Context: an optimization exercise on an open-source flow, tuned for small area. The choices shown serve that exercise and are no tape-out recipe.
Function not checked in this run: the RTL went through the layout flow alone.
No activity file was given, so power comes from the tool's default toggle rates.

`flow/flow/area.abc`:
```
strash
&get -n
&st
&dch -f
&nf -R 1000
&put
strash
&get -n
&dch -f
&nf -R 1000
&put
```
`flow/flow/run.sh`:
```
#!/bin/bash
# Own layout flow: the standard flow (standard.sh) with two changes:
#  - synthesis maps the logic with an area-oriented ABC script (flow/area.abc);
#    everything before ABC, including the flip-flop mapping, is ORFS's synthesis
#    unchanged, so the registers are the standard synthesis's;
#  - port buffers use sky130_fd_sc_hd__buf_1.
# Each tool's full output goes to the ORFS logs under orfs/logs, and make's to flow_make.log.
set -euo pipefail
W=$(pwd)
F=$W/flow

sed 's|^\( *\)log_cmd abc {\*}\$abc_args|\1set abc_args [lreplace $abc_args 1 1 '"$F"'/area.abc]\n\1log_cmd abc {*}$abc_args|' \
    "$FLOW_HOME/scripts/synth.tcl" > "$W/own_synth.tcl"
grep -q 'area.abc' "$W/own_synth.tcl"
sed "s|source \$::env(SCRIPTS_DIR)/synth.tcl|source $W/own_synth.tcl|" "$W/synth_recipe.tcl" > "$W/own_synth_recipe.tcl"
grep -q 'own_synth.tcl' "$W/own_synth_recipe.tcl"

bash "$W/standard.sh" "SYNTH_SCRIPT=$W/own_synth_recipe.tcl" \
    "BUFFER_PORTS_ARGS=-buffer_cell sky130_fd_sc_hd__buf_1" \
    finish > "$W/flow_make.log" 2>&1
```
`flow/standard.sh`:
```
#!/bin/bash
# synth_recipe.tcl (not shown) runs the flow's synth.tcl, then flattens the netlist and writes it again
# the make line also repeats each setting of config.mk as NAME=value (left out here)
make -C /OpenROAD-flow-scripts/flow DESIGN_CONFIG=/design/flow/config.mk WORK_HOME=/design/flow/orfs CLKGATE_MAP_FILE= SYNTH_SCRIPT=/design/flow/synth_recipe.tcl "${@:-finish}"
```
`flow/design.v`:
```
module UC (
    input clock,
    input reset,
    input enviar,
    input [2:0] opcode,
    output [2:0] estado,      
    output load_res,          
    output reg_we,            
    output upd                
);
    reg [2:0] st;
    always @(posedge clock) begin
        if (~reset) st <= 3'd0;
        else case (st)
            3'd0: st <= enviar ? 3'd0 : 3'd1;
            3'd1: st <= (opcode == 3'b000) ? 3'd3 : 3'd2;
            3'd2: st <= 3'd3;
            3'd3: st <= (opcode == 3'b111) ? 3'd6 : 3'd4;
            default: st <= enviar ? 3'd0 : 3'd5;
        endcase
    end
    assign estado   = {st[2], st[1] & ~st[2], st[0] & ~st[2]};
    assign load_res = (st == 3'd2) | ((st == 3'd1) & (opcode == 3'b000));
    assign reg_we   = (st == 3'd4);
    assign upd      = st[2] & ~st[0];
endmodule
module alu (
    input [15:0] A,
    input [15:0] R2,
    input [17:0] sw,
    output [15:0] result
);
    wire [2:0] op = sw[17:15];
    wire mul    = (op == 3'b101);
    wire addsub = (op == 3'b001) | (op == 3'b010) | (op == 3'b011) | (op == 3'b100);
    wire useimm = (op == 3'b000) | (op == 3'b010) | (op == 3'b100);
    wire sub    = (op == 3'b011) | (op == 3'b100);
    wire zero   = mul | (op == 3'b110);
    wire negf   = (sub ^ (useimm & sw[6])) & ~zero;
    wire [15:0] Bv = useimm ? {10'b0, sw[5:0]} : R2;
    wire [15:0] N  = (Bv & {16{~zero}}) ^ {16{negf}};
    wire [15:0] M  = mul ? R2 : {15'b0, addsub};
    wire one0 = M[0] ^ 1'b0;
    wire two0 = (M[1] & ~M[0] & ~1'b0) | (~M[1] & M[0] & 1'b0);
    wire neg0 = M[1] & ~(M[0] & 1'b0);
    wire pp0_0 = ((one0 & A[0]) | (two0 & 1'b0)) ^ neg0;
    wire pp0_1 = ((one0 & A[1]) | (two0 & A[0])) ^ neg0;
    wire pp0_2 = ((one0 & A[2]) | (two0 & A[1])) ^ neg0;
    wire pp0_3 = ((one0 & A[3]) | (two0 & A[2])) ^ neg0;
    wire pp0_4 = ((one0 & A[4]) | (two0 & A[3])) ^ neg0;
    wire pp0_5 = ((one0 & A[5]) | (two0 & A[4])) ^ neg0;
    wire pp0_6 = ((one0 & A[6]) | (two0 & A[5])) ^ neg0;
    wire pp0_7 = ((one0 & A[7]) | (two0 & A[6])) ^ neg0;
    wire pp0_8 = ((one0 & A[8]) | (two0 & A[7])) ^ neg0;
    wire pp0_9 = ((one0 & A[9]) | (two0 & A[8])) ^ neg0;
    wire pp0_10 = ((one0 & A[10]) | (two0 & A[9])) ^ neg0;
    wire pp0_11 = ((one0 & A[11]) | (two0 & A[10])) ^ neg0;
    wire pp0_12 = ((one0 & A[12]) | (two0 & A[11])) ^ neg0;
    wire pp0_13 = ((one0 & A[13]) | (two0 & A[12])) ^ neg0;
    wire pp0_14 = ((one0 & A[14]) | (two0 & A[13])) ^ neg0;
    wire pp0_15 = ((one0 & A[15]) | (two0 & A[14])) ^ neg0;
    wire one1 = M[2] ^ M[1];
    wire two1 = (M[3] & ~M[2] & ~M[1]) | (~M[3] & M[2] & M[1]);
    wire neg1 = M[3] & ~(M[2] & M[1]);
    wire pp1_2 = ((one1 & A[0]) | (two1 & 1'b0)) ^ neg1;
    wire pp1_3 = ((one1 & A[1]) | (two1 & A[0])) ^ neg1;
    wire pp1_4 = ((one1 & A[2]) | (two1 & A[1])) ^ neg1;
    wire pp1_5 = ((one1 & A[3]) | (two1 & A[2])) ^ neg1;
    wire pp1_6 = ((one1 & A[4]) | (two1 & A[3])) ^ neg1;
    wire pp1_7 = ((one1 & A[5]) | (two1 & A[4])) ^ neg1;
    wire pp1_8 = ((one1 & A[6]) | (two1 & A[5])) ^ neg1;
    wire pp1_9 = ((one1 & A[7]) | (two1 & A[6])) ^ neg1;
    wire pp1_10 = ((one1 & A[8]) | (two1 & A[7])) ^ neg1;
    wire pp1_11 = ((one1 & A[9]) | (two1 & A[8])) ^ neg1;
    wire pp1_12 = ((one1 & A[10]) | (two1 & A[9])) ^ neg1;
    wire pp1_13 = ((one1 & A[11]) | (two1 & A[10])) ^ neg1;
    wire pp1_14 = ((one1 & A[12]) | (two1 & A[11])) ^ neg1;
    wire pp1_15 = ((one1 & A[13]) | (two1 & A[12])) ^ neg1;
    wire one2 = M[4] ^ M[3];
    wire two2 = (M[5] & ~M[4] & ~M[3]) | (~M[5] & M[4] & M[3]);
    wire neg2 = M[5] & ~(M[4] & M[3]);
    wire pp2_4 = ((one2 & A[0]) | (two2 & 1'b0)) ^ neg2;
    wire pp2_5 = ((one2 & A[1]) | (two2 & A[0])) ^ neg2;
    wire pp2_6 = ((one2 & A[2]) | (two2 & A[1])) ^ neg2;
    wire pp2_7 = ((one2 & A[3]) | (two2 & A[2])) ^ neg2;
    wire pp2_8 = ((one2 & A[4]) | (two2 & A[3])) ^ neg2;
    wire pp2_9 = ((one2 & A[5]) | (two2 & A[4])) ^ neg2;
    wire pp2_10 = ((one2 & A[6]) | (two2 & A[5])) ^ neg2;
    wire pp2_11 = ((one2 & A[7]) | (two2 & A[6])) ^ neg2;
    wire pp2_12 = ((one2 & A[8]) | (two2 & A[7])) ^ neg2;
    wire pp2_13 = ((one2 & A[9]) | (two2 & A[8])) ^ neg2;
    wire pp2_14 = ((one2 & A[10]) | (two2 & A[9])) ^ neg2;
    wire pp2_15 = ((one2 & A[11]) | (two2 & A[10])) ^ neg2;
    wire one3 = M[6] ^ M[5];
    wire two3 = (M[7] & ~M[6] & ~M[5]) | (~M[7] & M[6] & M[5]);
    wire neg3 = M[7] & ~(M[6] & M[5]);
    wire pp3_6 = ((one3 & A[0]) | (two3 & 1'b0)) ^ neg3;
    wire pp3_7 = ((one3 & A[1]) | (two3 & A[0])) ^ neg3;
    wire pp3_8 = ((one3 & A[2]) | (two3 & A[1])) ^ neg3;
    wire pp3_9 = ((one3 & A[3]) | (two3 & A[2])) ^ neg3;
    wire pp3_10 = ((one3 & A[4]) | (two3 & A[3])) ^ neg3;
    wire pp3_11 = ((one3 & A[5]) | (two3 & A[4])) ^ neg3;
    wire pp3_12 = ((one3 & A[6]) | (two3 & A[5])) ^ neg3;
    wire pp3_13 = ((one3 & A[7]) | (two3 & A[6])) ^ neg3;
    wire pp3_14 = ((one3 & A[8]) | (two3 & A[7])) ^ neg3;
    wire pp3_15 = ((one3 & A[9]) | (two3 & A[8])) ^ neg3;
    wire one4 = M[8] ^ M[7];
    wire two4 = (M[9] & ~M[8] & ~M[7]) | (~M[9] & M[8] & M[7]);
    wire neg4 = M[9] & ~(M[8] & M[7]);
    wire pp4_8 = ((one4 & A[0]) | (two4 & 1'b0)) ^ neg4;
    wire pp4_9 = ((one4 & A[1]) | (two4 & A[0])) ^ neg4;
    wire pp4_10 = ((one4 & A[2]) | (two4 & A[1])) ^ neg4;
    wire pp4_11 = ((one4 & A[3]) | (two4 & A[2])) ^ neg4;
    wire pp4_12 = ((one4 & A[4]) | (two4 & A[3])) ^ neg4;
    wire pp4_13 = ((one4 & A[5]) | (two4 & A[4])) ^ neg4;
    wire pp4_14 = ((one4 & A[6]) | (two4 & A[5])) ^ neg4;
    wire pp4_15 = ((one4 & A[7]) | (two4 & A[6])) ^ neg4;
    wire one5 = M[10] ^ M[9];
    wire two5 = (M[11] & ~M[10] & ~M[9]) | (~M[11] & M[10] & M[9]);
    wire neg5 = M[11] & ~(M[10] & M[9]);
    wire pp5_10 = ((one5 & A[0]) | (two5 & 1'b0)) ^ neg5;
    wire pp5_11 = ((one5 & A[1]) | (two5 & A[0])) ^ neg5;
    wire pp5_12 = ((one5 & A[2]) | (two5 & A[1])) ^ neg5;
    wire pp5_13 = ((one5 & A[3]) | (two5 & A[2])) ^ neg5;
    wire pp5_14 = ((one5 & A[4]) | (two5 & A[3])) ^ neg5;
    wire pp5_15 = ((one5 & A[5]) | (two5 & A[4])) ^ neg5;
    wire one6 = M[12] ^ M[11];
    wire two6 = (M[13] & ~M[12] & ~M[11]) | (~M[13] & M[12] & M[11]);
    wire neg6 = M[13] & ~(M[12] & M[11]);
    wire pp6_12 = ((one6 & A[0]) | (two6 & 1'b0)) ^ neg6;
    wire pp6_13 = ((one6 & A[1]) | (two6 & A[0])) ^ neg6;
    wire pp6_14 = ((one6 & A[2]) | (two6 & A[1])) ^ neg6;
    wire pp6_15 = ((one6 & A[3]) | (two6 & A[2])) ^ neg6;
    wire one7 = M[14] ^ M[13];
    wire two7 = (M[15] & ~M[14] & ~M[13]) | (~M[15] & M[14] & M[13]);
    wire neg7 = M[15] & ~(M[14] & M[13]);
    wire pp7_14 = ((one7 & A[0]) | (two7 & 1'b0)) ^ neg7;
    wire pp7_15 = ((one7 & A[1]) | (two7 & A[0])) ^ neg7;
    wire t1 = pp0_14 ^ pp1_14;
    wire t2 = pp0_14 & pp1_14;
    wire t3 = pp0_15 ^ pp1_15;
    wire t5 = pp0_8 ^ pp1_8;
    wire t6 = pp0_8 & pp1_8;
    wire t7 = pp0_9 ^ pp1_9;
    wire t8 = pp0_9 & pp1_9;
    wire t9 = pp0_10 ^ pp1_10 ^ pp2_10;
    wire t10 = (pp0_10 & pp1_10) | (pp0_10 & pp2_10) | (pp1_10 & pp2_10);
    wire t11 = pp3_10 ^ pp4_10;
    wire t12 = pp3_10 & pp4_10;
    wire t13 = pp0_11 ^ pp1_11 ^ pp2_11;
    wire t14 = (pp0_11 & pp1_11) | (pp0_11 & pp2_11) | (pp1_11 & pp2_11);
    wire t15 = pp3_11 ^ pp4_11;
    wire t16 = pp3_11 & pp4_11;
    wire t17 = pp0_12 ^ pp1_12 ^ pp2_12;
    wire t18 = (pp0_12 & pp1_12) | (pp0_12 & pp2_12) | (pp1_12 & pp2_12);
    wire t19 = pp3_12 ^ pp4_12 ^ pp5_12;
    wire t20 = (pp3_12 & pp4_12) | (pp3_12 & pp5_12) | (pp4_12 & pp5_12);
    wire t21 = pp6_12 ^ neg6;
    wire t22 = pp6_12 & neg6;
    wire t23 = pp0_13 ^ pp1_13 ^ pp2_13;
    wire t24 = (pp0_13 & pp1_13) | (pp0_13 & pp2_13) | (pp1_13 & pp2_13);
    wire t25 = pp3_13 ^ pp4_13 ^ pp5_13;
    wire t26 = (pp3_13 & pp4_13) | (pp3_13 & pp5_13) | (pp4_13 & pp5_13);
    wire t27 = pp6_13 ^ N[13];
    wire t28 = pp6_13 & N[13];
    wire t29 = pp2_14 ^ pp3_14 ^ pp4_14;
    wire t30 = (pp2_14 & pp3_14) | (pp2_14 & pp4_14) | (pp3_14 & pp4_14);
    wire t31 = pp5_14 ^ pp6_14 ^ pp7_14;
    wire t32 = (pp5_14 & pp6_14) | (pp5_14 & pp7_14) | (pp6_14 & pp7_14);
    wire t33 = neg7 ^ N[14] ^ t1;
    wire t34 = (neg7 & N[14]) | (neg7 & t1) | (N[14] & t1);
    wire t35 = pp2_15 ^ pp3_15 ^ pp4_15;
    wire t37 = pp5_15 ^ pp6_15 ^ pp7_15;
    wire t39 = N[15] ^ t3 ^ t2;
    wire t41 = pp0_4 ^ pp1_4;
    wire t42 = pp0_4 & pp1_4;
    wire t43 = pp0_5 ^ pp1_5;
    wire t44 = pp0_5 & pp1_5;
    wire t45 = pp0_6 ^ pp1_6 ^ pp2_6;
    wire t46 = (pp0_6 & pp1_6) | (pp0_6 & pp2_6) | (pp1_6 & pp2_6);
    wire t47 = pp3_6 ^ neg3;
    wire t48 = pp3_6 & neg3;
    wire t49 = pp0_7 ^ pp1_7 ^ pp2_7;
    wire t50 = (pp0_7 & pp1_7) | (pp0_7 & pp2_7) | (pp1_7 & pp2_7);
    wire t51 = pp3_7 ^ N[7];
    wire t52 = pp3_7 & N[7];
    wire t53 = pp2_8 ^ pp3_8 ^ pp4_8;
    wire t54 = (pp2_8 & pp3_8) | (pp2_8 & pp4_8) | (pp3_8 & pp4_8);
    wire t55 = neg4 ^ N[8] ^ t5;
    wire t56 = (neg4 & N[8]) | (neg4 & t5) | (N[8] & t5);
    wire t57 = pp2_9 ^ pp3_9 ^ pp4_9;
    wire t58 = (pp2_9 & pp3_9) | (pp2_9 & pp4_9) | (pp3_9 & pp4_9);
    wire t59 = N[9] ^ t6 ^ t7;
    wire t60 = (N[9] & t6) | (N[9] & t7) | (t6 & t7);
    wire t61 = pp5_10 ^ neg5 ^ N[10];
    wire t62 = (pp5_10 & neg5) | (pp5_10 & N[10]) | (neg5 & N[10]);
    wire t63 = t8 ^ t9 ^ t11;
    wire t64 = (t8 & t9) | (t8 & t11) | (t9 & t11);
    wire t65 = pp5_11 ^ N[11] ^ t10;
    wire t66 = (pp5_11 & N[11]) | (pp5_11 & t10) | (N[11] & t10);
    wire t67 = t12 ^ t13 ^ t15;
    wire t68 = (t12 & t13) | (t12 & t15) | (t13 & t15);
    wire t69 = N[12] ^ t14 ^ t16;
    wire t70 = (N[12] & t14) | (N[12] & t16) | (t14 & t16);
    wire t71 = t17 ^ t19 ^ t21;
    wire t72 = (t17 & t19) | (t17 & t21) | (t19 & t21);
    wire t73 = t18 ^ t20 ^ t22;
    wire t74 = (t18 & t20) | (t18 & t22) | (t20 & t22);
    wire t75 = t23 ^ t25 ^ t27;
    wire t76 = (t23 & t25) | (t23 & t27) | (t25 & t27);
    wire t77 = t24 ^ t26 ^ t28;
    wire t78 = (t24 & t26) | (t24 & t28) | (t26 & t28);
    wire t79 = t29 ^ t31 ^ t33;
    wire t80 = (t29 & t31) | (t29 & t33) | (t31 & t33);
    wire t81 = t35 ^ t37 ^ t39;
    wire t83 = t30 ^ t32 ^ t34;
    wire t85 = pp0_0 ^ neg0;
    wire t86 = pp0_0 & neg0;
    wire t87 = pp0_2 ^ pp1_2;
    wire t88 = pp0_2 & pp1_2;
    wire t89 = pp0_3 ^ pp1_3;
    wire t90 = pp0_3 & pp1_3;
    wire t91 = pp2_4 ^ neg2 ^ N[4];
    wire t92 = (pp2_4 & neg2) | (pp2_4 & N[4]) | (neg2 & N[4]);
    wire t93 = pp2_5 ^ N[5] ^ t42;
    wire t94 = (pp2_5 & N[5]) | (pp2_5 & t42) | (N[5] & t42);
    wire t95 = N[6] ^ t44 ^ t45;
    wire t96 = (N[6] & t44) | (N[6] & t45) | (t44 & t45);
    wire t97 = t46 ^ t48 ^ t49;
    wire t98 = (t46 & t48) | (t46 & t49) | (t48 & t49);
    wire t99 = t50 ^ t52 ^ t53;
    wire t100 = (t50 & t52) | (t50 & t53) | (t52 & t53);
    wire t101 = t54 ^ t56 ^ t57;
    wire t102 = (t54 & t56) | (t54 & t57) | (t56 & t57);
    wire t103 = t58 ^ t60 ^ t61;
    wire t104 = (t58 & t60) | (t58 & t61) | (t60 & t61);
    wire t105 = t62 ^ t64 ^ t65;
    wire t106 = (t62 & t64) | (t62 & t65) | (t64 & t65);
    wire t107 = t66 ^ t68 ^ t69;
    wire t108 = (t66 & t68) | (t66 & t69) | (t68 & t69);
    wire t109 = t70 ^ t72 ^ t73;
    wire t110 = (t70 & t72) | (t70 & t73) | (t72 & t73);
    wire t111 = t74 ^ t76 ^ t77;
    wire t112 = (t74 & t76) | (t74 & t77) | (t76 & t77);
    wire t113 = t81 ^ t83 ^ t78;
    wire t115 = N[0] ^ negf;
    wire t116 = N[0] & negf;
    wire t117 = pp0_1 ^ N[1] ^ t86;
    wire t118 = (pp0_1 & N[1]) | (pp0_1 & t86) | (N[1] & t86);
    wire t119 = neg1 ^ N[2] ^ t87;
    wire t120 = (neg1 & N[2]) | (neg1 & t87) | (N[2] & t87);
    wire t121 = N[3] ^ t88 ^ t89;
    wire t122 = (N[3] & t88) | (N[3] & t89) | (t88 & t89);
    wire t123 = t41 ^ t90 ^ t91;
    wire t124 = (t41 & t90) | (t41 & t91) | (t90 & t91);
    wire t125 = t43 ^ t92 ^ t93;
    wire t126 = (t43 & t92) | (t43 & t93) | (t92 & t93);
    wire t127 = t47 ^ t94 ^ t95;
    wire t128 = (t47 & t94) | (t47 & t95) | (t94 & t95);
    wire t129 = t51 ^ t96 ^ t97;
    wire t130 = (t51 & t96) | (t51 & t97) | (t96 & t97);
    wire t131 = t55 ^ t98 ^ t99;
    wire t132 = (t55 & t98) | (t55 & t99) | (t98 & t99);
    wire t133 = t59 ^ t100 ^ t101;
    wire t134 = (t59 & t100) | (t59 & t101) | (t100 & t101);
    wire t135 = t63 ^ t102 ^ t103;
    wire t136 = (t63 & t102) | (t63 & t103) | (t102 & t103);
    wire t137 = t67 ^ t104 ^ t105;
    wire t138 = (t67 & t104) | (t67 & t105) | (t104 & t105);
    wire t139 = t71 ^ t106 ^ t107;
    wire t140 = (t71 & t106) | (t71 & t107) | (t106 & t107);
    wire t141 = t75 ^ t108 ^ t109;
    wire t142 = (t75 & t108) | (t75 & t109) | (t108 & t109);
    wire t143 = t79 ^ t110 ^ t111;
    wire t144 = (t79 & t110) | (t79 & t111) | (t110 & t111);
    wire t145 = t80 ^ t113 ^ t112;
    wire t147 = t85 ^ t115;
    wire t148 = t85 & t115;
    wire t149 = t116 ^ t117 ^ t148;
    wire t150 = (t116 & t117) | (t116 & t148) | (t117 & t148);
    wire t151 = t118 ^ t119 ^ t150;
    wire t152 = (t118 & t119) | (t118 & t150) | (t119 & t150);
    wire t153 = t120 ^ t121 ^ t152;
    wire t154 = (t120 & t121) | (t120 & t152) | (t121 & t152);
    wire t155 = t122 ^ t123 ^ t154;
    wire t156 = (t122 & t123) | (t122 & t154) | (t123 & t154);
    wire t157 = t124 ^ t125 ^ t156;
    wire t158 = (t124 & t125) | (t124 & t156) | (t125 & t156);
    wire t159 = t126 ^ t127 ^ t158;
    wire t160 = (t126 & t127) | (t126 & t158) | (t127 & t158);
    wire t161 = t128 ^ t129 ^ t160;
    wire t162 = (t128 & t129) | (t128 & t160) | (t129 & t160);
    wire t163 = t130 ^ t131 ^ t162;
    wire t164 = (t130 & t131) | (t130 & t162) | (t131 & t162);
    wire t165 = t132 ^ t133 ^ t164;
    wire t166 = (t132 & t133) | (t132 & t164) | (t133 & t164);
    wire t167 = t134 ^ t135 ^ t166;
    wire t168 = (t134 & t135) | (t134 & t166) | (t135 & t166);
    wire t169 = t136 ^ t137 ^ t168;
    wire t170 = (t136 & t137) | (t136 & t168) | (t137 & t168);
    wire t171 = t138 ^ t139 ^ t170;
    wire t172 = (t138 & t139) | (t138 & t170) | (t139 & t170);
    wire t173 = t140 ^ t141 ^ t172;
    wire t174 = (t140 & t141) | (t140 & t172) | (t141 & t172);
    wire t175 = t142 ^ t143 ^ t174;
    wire t176 = (t142 & t143) | (t142 & t174) | (t143 & t174);
    wire t177 = t145 ^ t144 ^ t176;
    assign result = {t177, t175, t173, t171, t169, t167, t165, t163, t161, t159, t157, t155, t153, t151, t149, t147};
endmodule
module memory (
    input clock,
    input clear,
    input write_enable,
    input [3:0] addr_dest,
    input [3:0] addr_src1,
    input [3:0] addr_src2,
    input [15:0] data_in,
    output [15:0] out_src1,
    output [15:0] out_src2
);
    reg [15:0] ram [0:15];
    wire [15:0] wd = data_in & {16{~clear}};
    reg [15:0] o1, o2;
    integer i;
    always @(*) begin
        o1 = 16'd0; o2 = 16'd0;
        for (i = 0; i < 16; i = i + 1) begin
            o1 = o1 | (ram[i] & {16{addr_src1 == i}});
            o2 = o2 | (ram[i] & {16{addr_src2 == i}});
        end
    end
    assign out_src1 = o1;
    assign out_src2 = o2;
    genvar r;
    generate for (r = 0; r < 16; r = r + 1) begin : row
        wire sel = clear | (write_enable & (addr_dest == r));
        always @(posedge clock) ram[r] <= (ram[r] & {16{~sel}}) | (wd & {16{sel}});
    end endgenerate
endmodule
module lcd_controller (
    input clk,
    input sample,            
    input [15:0] value,
    input [5:0] seq,         
    input [9:0] t,           
    input load_ev,           
    output reg [3:0] digit,
    output reg neg           
);
    reg [15:0] m;
    reg [3:0]  b;            
    reg        cy;
    reg        act;          
    wire conv   = (seq[5:3] == 3'b111) & (seq[2:0] != 3'b000) & (seq[2:0] != 3'b111);
    wire negsl  = (seq[2:0] == 3'b001);
    wire addph  = seq[0] & ~negsl;
    wire bnd    = (b == 4'd15);
    wire start_win = (t >= 10'd1) & (t <= 10'd16);
    reg [15:0] kc;
    always @(*) begin
        case (seq[2:0])
            3'b010: kc = ~16'd10000;
            3'b011: kc = 16'd1000;
            3'b100: kc = ~16'd100;
            3'b101: kc = 16'd10;
            3'b110: kc = ~16'd1;
            default: kc = 16'd0;
        endcase
    end
    wire a  = m[0] ^ (act & negsl);
    wire k  = act & kc[b];
    wire ci = (b == 4'd0) ? (act & ~addph) : cy;
    wire s  = a ^ k ^ ci;
    wire co = (a & k) | (a & ci) | (k & ci);
    wire term = negsl | (addph ? co : ~co);
    always @(posedge clk) begin
        cy <= co;
        if (sample) begin
            m <= value;
            b <= 4'd0;
            neg <= value[15];
        end else begin
            m <= {s, m[15:1]};
            b <= b + 4'd1;
        end
        if (load_ev) digit <= seq[0] ? 4'd10 : 4'd15;
        else if (bnd & act) digit <= addph ? digit - 4'd1 : digit + 4'd1;
        if (bnd) act <= conv & (act ? ~term : (start_win & (~negsl | neg)));
    end
endmodule
module lcd_ini (
    input clk,
    input reset,                 
    input [2:0] opcode_in,
    input [3:0] reg_index_in,
    input [15:0] reg_value_in,
    input update_in,             
    output reg [7:0] LCD_DATA,
    output reg LCD_RS,
    output LCD_EN,
    output inicializado
);
    reg [5:0] seq;
    reg [9:0] t;
    localparam S_BOOT = 6'd0, S_IDLE = 6'd5, S_SAMPLE = 6'd6, S_HOME = 6'd7, S_NL = 6'd8;
    reg [2:0] op;
    reg [3:0] rd;
    wire [3:0] digit;
    wire       sgn;
    wire sample  = (seq == S_SAMPLE);
    wire load_ev = (t == 10'd1) & (seq != S_BOOT);
    lcd_controller conv (
        .clk(clk), .sample(sample), .value(reg_value_in),
        .seq(seq), .t(t), .load_ev(load_ev), .digit(digit), .neg(sgn)
    );
    wire slot_end = (seq == S_BOOT) ? (t == 10'd1000) :
                    (seq == S_NL)   ? (t == 10'd275)  :
                    (seq == 6'h3F)  ? (t == 10'd277)  :
                                      (t == 10'd276);
    always @(posedge clk) begin
        if (reset) begin
            seq <= S_BOOT;
            t <= 10'd0;
        end else if (seq == S_IDLE) begin
            t <= 10'd0;
            if (update_in) seq <= S_SAMPLE;
        end else if (seq == S_SAMPLE) begin
            t <= 10'd0;
            seq <= S_HOME;
        end else if (slot_end) begin
            t <= 10'd0;
            case (seq)
                6'd4:    seq <= S_IDLE;
                S_HOME:  seq <= 6'h20;
                6'h2F:   seq <= S_NL;
                S_NL:    seq <= 6'h30;
                6'h3F:   seq <= S_IDLE;
                default: seq <= seq + 6'd1;
            endcase
        end else begin
            t <= t + 10'd1;
        end
    end
    always @(posedge clk) begin
        if (sample) begin
            op  <= opcode_in;
            rd  <= reg_index_in;
        end
    end
    wire clr = (op == 3'b110);
    reg [7:0] ch;
    always @(*) begin
        ch = " ";
        case (seq[4:0])
            5'd0: case (op)
                      3'b000: ch = "L";
                      3'b001, 3'b010: ch = "A";
                      3'b011, 3'b100: ch = "S";
                      3'b101: ch = "M";
                      3'b110: ch = "C";
                      default: ch = "?";
                  endcase
            5'd1: case (op)
                      3'b000: ch = "O";
                      3'b001, 3'b010: ch = "D";
                      3'b011, 3'b100: ch = "U";
                      3'b101: ch = "U";
                      3'b110: ch = "L";
                      default: ch = " ";
                  endcase
            5'd2: case (op)
                      3'b000: ch = "A";
                      3'b001, 3'b010: ch = "D";
                      3'b011, 3'b100: ch = "B";
                      3'b101: ch = "L";
                      3'b110: ch = "R";
                      default: ch = " ";
                  endcase
            5'd3: case (op)
                      3'b000: ch = "D";
                      3'b010, 3'b100: ch = "I";
                      3'b110: ch = "R";
                      default: ch = " ";
                  endcase
            5'd10: ch = "[";
            5'd11: ch = rd[3] ? "1" : "0";
            5'd12: ch = rd[2] ? "1" : "0";
            5'd13: ch = rd[1] ? "1" : "0";
            5'd14: ch = rd[0] ? "1" : "0";
            5'd15: ch = "]";
            5'd16: ch = clr ? "O" : " ";
            5'd17: ch = clr ? "K" : " ";
            5'd26: ch = clr ? " " : (sgn ? "-" : "+");
            5'd27, 5'd28, 5'd29, 5'd30, 5'd31: ch = clr ? " " : {4'h3, digit};
            default: ch = " ";
        endcase
    end
    reg [7:0] byte_out;
    always @(*) begin
        if (seq[5]) byte_out = ch;
        else case (seq[3:0])
            4'd1: byte_out = 8'h38;
            4'd2: byte_out = 8'h0C;
            4'd3: byte_out = 8'h01;
            4'd4: byte_out = 8'h06;
            4'd7: byte_out = 8'h02;
            default: byte_out = 8'hC0;
        endcase
    end
    always @(posedge clk) begin
        if (reset) begin
            LCD_DATA <= 8'h00;
            LCD_RS <= 1'b0;
        end else if (load_ev) begin
            LCD_DATA <= byte_out;
            LCD_RS <= seq[5];
        end
    end
    assign LCD_EN = (seq != S_BOOT) & (t >= 10'd14) & (t <= 10'd24);
    assign inicializado = seq[5] | (seq[4:0] > 5'd4);
endmodule
module mini_cpu (
    input clock,
    input reset,         
    input enviar,        
    input [17:0] sw,
    output [15:0] ledr,
    output [7:0] ledg,
    output [7:0] LCD_DATA,
    output LCD_RS, LCD_RW, LCD_EN, LCD_ON, LCD_BLON
);
    wire [2:0] opcode = sw[17:15];
    wire [3:0] dest = sw[14:11];
    wire [2:0] estado;
    wire load_res;
    wire reg_we;
    wire upd;
    UC unidade_controle (
        .clock(clock), .reset(reset), .enviar(enviar), .opcode(opcode),
        .estado(estado), .load_res(load_res), .reg_we(reg_we), .upd(upd)
    );
    wire [15:0] dado_reg1, dado_reg2;
    reg  [15:0] dado_para_gravar;
    wire [15:0] resultado_ula;
    memory banco_registradores (
        .clock(clock),
        .clear(~reset | (opcode == 3'b110)),
        .write_enable(reg_we),
        .addr_dest(dest),
        .addr_src1(sw[10:7]),
        .addr_src2(sw[6:3]),
        .data_in(dado_para_gravar),
        .out_src1(dado_reg1),
        .out_src2(dado_reg2)
    );
    alu ula (
        .A(dado_reg1),
        .R2(dado_reg2),
        .sw(sw),
        .result(resultado_ula)
    );
    always @(posedge clock) begin
        if (~reset) dado_para_gravar <= 16'd0;
        else if (load_res) dado_para_gravar <= resultado_ula;
    end
    wire lcd_pronto;
    lcd_ini meu_lcd (
        .clk(clock),
        .reset(~reset),
        .opcode_in(opcode),
        .reg_index_in(dest),
        .reg_value_in(dado_para_gravar),
        .update_in(upd),
        .LCD_DATA(LCD_DATA),
        .LCD_RS(LCD_RS), .LCD_EN(LCD_EN),
        .inicializado(lcd_pronto)
    );
    assign LCD_RW   = 1'b0;
    assign LCD_ON   = 1'b1;
    assign LCD_BLON = 1'b1;
    assign ledg = {lcd_pronto, 4'b0, estado};
    assign ledr = dado_para_gravar;
endmodule
```
`flow/constraint.sdc`:
```
create_clock -name core_clock -period 15.0 [get_ports {clock}]
set_input_delay 3.0000 -clock core_clock [delete_from_list [all_inputs] [get_ports {clock}]]
set_output_delay 3.0000 -clock core_clock [all_outputs]
set_load 0.01 [all_outputs]
```
`flow/config.mk`:
```
export PLATFORM = sky130hd
export DESIGN_NAME = mini_cpu
export DESIGN_NICKNAME = mini_cpu
export VERILOG_FILES = /design/flow/design.v
export SDC_FILE = /design/flow/constraint.sdc
export NUM_CORES = 4
export LEC_CHECK = 0
export CAP_MARGIN = 20
export CORE_MARGIN = 2
export CORE_UTILIZATION = 40
export SLEW_MARGIN = 20
```
==> notes.md <==
* Die H at 217 um
* Data required, critical path at 15.40 ns
* Syn Inst Count at 1561
* R2R cell count at 38
* Min-delay src: meu_lcd.conv.m[13]$_DFF_P_
* Max VDD drop at 0.0905 mV
* Setup Crit Path Kind: in2reg
* Area Growth Syn to Fin at 14.3%
* Outcome: no timing/DRC/antenna violations
* Largest net degree at the start of global routing at 38
* Antenna violations before repair at 0
* Worst hold path type: reg2reg
* GPL Wtd Cong at 0.904
* N_diodes at 0
* Clk root buf: clkbuf_16
* Num Clock Sinks at 334
* Post-synthesis adder-cell area fraction at 9.76%
* Leakage at 7.15 nW
* Core area at 44500 sq um
* Final TNS setup at 0 ns
* First-pass GRT wire length at 85800 um
* Sequential area share after synthesis at 51.8%
* CTS tree: done
* Final Slew Violations at 0
* Post-synth cell types at 53
* Period minus WS final at 13.43 ns
* Most used cell, CP: fa_1
* Final period utilization at 89.6%
* FP Rows at 77
* Top FF cell, synth: edfxtp_1
* Hold buffers post-CTS at 0
* Dpl hpwl at 38100 um
* Unrepaired setup endpoints after global routing: no
* Setup-failing EPs final at 0
* Die area at 47000 sq um
* PostCTS Resize Cnt at 0
* Max incr delay on CP at 0.62 ns
* Die span in x at 217 um
* Vias in the first global route at 14.1k
* Multiplexer share of the synthesized area at 1.10%
* Synth Register Bits at 334
* H-tree depth at 2
* DR DRC count at 0
* Max Cap Violations at 0
* Worst-Skew Late Latency at 0.56 ns
* Pre-antenna DRT Iters at 9
* Wire per inst at 24.2 um
* Max Root-Sink Buffers at 3
* Nets@finish at 1825
* Tot Pwr at 2.50 mW
* Worst setup EP type: flop
* Critical Path Start Type: input port
* Critical path fanouts, max at 18
* Worst Hold Path EP: meu_lcd.conv.m[12]$_DFF_P_
* Slew headroom at 27.4%
* Port bufs at 50
* Synth Area in Compound Gates at 17.6%
* Main combinational cell family by area after synthesis: compound AO/OA/AOI/OAI gates
* Final Skew at 0.0190 ns
* Layout cells sized above 1 at 7.71%
* Hold Fails Final Rpt at 0
* Slew @ Worst Pin at 1.09 ns
* Synth async-reset ratio at 0%
* Fmax at 74.4 MHz
* Routed vias at 14.3k
* Vias/cell at 6.19
* WP data arrival at 13.83 ns
* Iteration-0 DRC Markers at 2045
* Initial Utilization at 40.7%
* XOR/XNOR Fraction of Synth Area at 5.75%
* Hold path depth at 1
* Mean area per synthesized cell at 11.6 sq um
* Post-synth EDFFs at 269
* CTS clk-pin slew, worst paths at 0.06 ns
* GRT Total Usage at 24.0%
* I/O Pins at 58
* Post-synthesis cell area at 18100 sq um
* Worst reg2reg endpoint: dado_para_gravar[15]$_SDFFE_PN0P_
* Total Wirelength at 56000 um
* R2R Setup Slk at 4.69 ns
* Post-Synth Simple-Gate Area at 11.8%
* Global route overflow at 0
* TritonCTS buffer count at 37
* Pwr per Cell Area at 121 nW/um^2
* YS warnings at 6
* Postcts setup bufs at 0
* Routed Antenna Nets at 0
* Slowest-stage cell, CP: a31oi_1
## synth_stat cells (35+ instances only)
| cell | number | area, sq um |
|---|---|---|
| nand2_1 | 100 | 375 |
| a21oi_1 | 73 | 365 |
| fa_1 | 64 | 1280 |
| nand3_1 | 63 | 315 |
| dfxtp_1 | 65 | 1300 |
| a222oi_1 | 78 | 781 |
| nor2b_1 | 35 | 219 |
| clkinv_1 | 87 | 327 |
| a221oi_1 | 38 | 333 |
| nor2_1 | 114 | 428 |
| o21ai_0 | 82 | 410 |
| edfxtp_1 | 269 | 8080 |
| ha_1 | 39 | 488 |
| a22oi_1 | 98 | 736 |
| xnor2_1 | 85 | 744 |
## how the worst max path moves through the flow
stage	startpoint	endpoint	slack, ns	cells past startpoint
after floorplan	sw[4]	dado_para_gravar[15]$_SDFFE_PN0P_	1.35	39
after global placement	sw[4]	dado_para_gravar[15]$_SDFFE_PN0P_	1.41	42
after detailed placement	sw[6]	dado_para_gravar[15]$_SDFFE_PN0P_	1.14	42
after CTS	sw[4]	dado_para_gravar[15]$_SDFFE_PN0P_	1.59	42
after global routing	sw[4]	dado_para_gravar[15]$_SDFFE_PN0P_	0.89	41
final	sw[6]	dado_para_gravar[15]$_SDFFE_PN0P_	1.57	42
## metrics by stage
step	cells	cell area [sq um]	setup slack [ns]	util (%)	hold slack, ns
final	2318	20700	1.57	46.5	0.433
after floorplan	1566	18100	1.35	-	0.410
after detailed placement	2253	19500	1.14	43.9	0.421
after global placement	2253	19500	1.41	43.9	0.415
after CTS	2317	20700	1.59	46.5	0.439
after global routing	2318	20700	0.887	46.5	0.462
## worst max-delay path, delay by kind of cell
family	cells	cell delay, ns
fa+ha+maj	14	5.02
compound gates	6	2.08
buf+inv	10	1.86
xor+xnor	7	1.07
simple gates	5	0.78
## layout by cell type, fill, tap and decap left out, drive strengths merged, types with 23 or more instances in the layout
cell type / n
o22ai: 28
nor2b: 35
edfxtp: 269
ha: 39
fa: 64
nand4: 23
a221oi: 38
nor3: 32
xor2: 34
clkinv: 101
o21ai: 82
a222oi: 78
nor2: 114
xnor2: 85
a21oi: 73
clkbuf: 44
nand2: 100
dfxtp: 65
a22oi: 98
buf: 104
nand3: 63
## cells by family (layout without fill, tap and decap cells)
group / Yosys count / in the layout
compound gates: 447 / 447
simple gates: 442 / 442
flops: 334 / 334
xor+xnor: 119 / 119
fa+ha+maj: 103 / 103
buf+inv: 96 / 256
mux: 18 / 18
other cells: 2 / 7
## where the power goes
group          leakage [nW]  internal, mW  switching [mW]
sequential             3.32          1.09          0.0522
clock                 0.567         0.510           0.381
combinational          3.26         0.173           0.295
## metal layers
metal / global-route usage (%) / part of all wire [%] / routed length (um)
met5: 0 / 0 / 0
met2: 38.5 / 46 / 26000
met3: 3.77 / 8.9 / 5000
met1: 32.7 / 41 / 23000
met4: 9.66 / 3.6 / 2010
## cell type report
class                           count  area, sq um
Clock buffer                       43          948
Clock inverter                     21          231
Fill cell                        4109        23800
Inverter                           87          327
Multi-Input combinational cell   1136         8490
Sequential cell                   334         9380
Tap cell                          592          741
Timing Repair Buffer              105          601

## static timing again, ports no longer ideal
How much do the figures lean on ideal ports? The routed layout below was timed once more, with nothing changed but the port constraints.
Step 1: set_driving_cell puts a clkbuf_16 on clock and a buf_2 on each other input, an assumption about the parent block.
Step 2 times the ports against the registers' clock, not the clock port: input delays grow and output delays shrink by t, the midpoint of the rising clock arrivals with the driver on.
Three values: no drivers, after step 1, after step 2; two values: the first two.
shift t [ns]: 0.615
setup slack, ns: 1.567 / 1.600 / 0.985
worst setup path after step 2: input to register
pins driven straight from the clock port: 1
After both steps setup and hold are still met in this run. For this run, drivers alone change the setup slack by +0.033 ns; drivers and shift together by -0.582 ns.
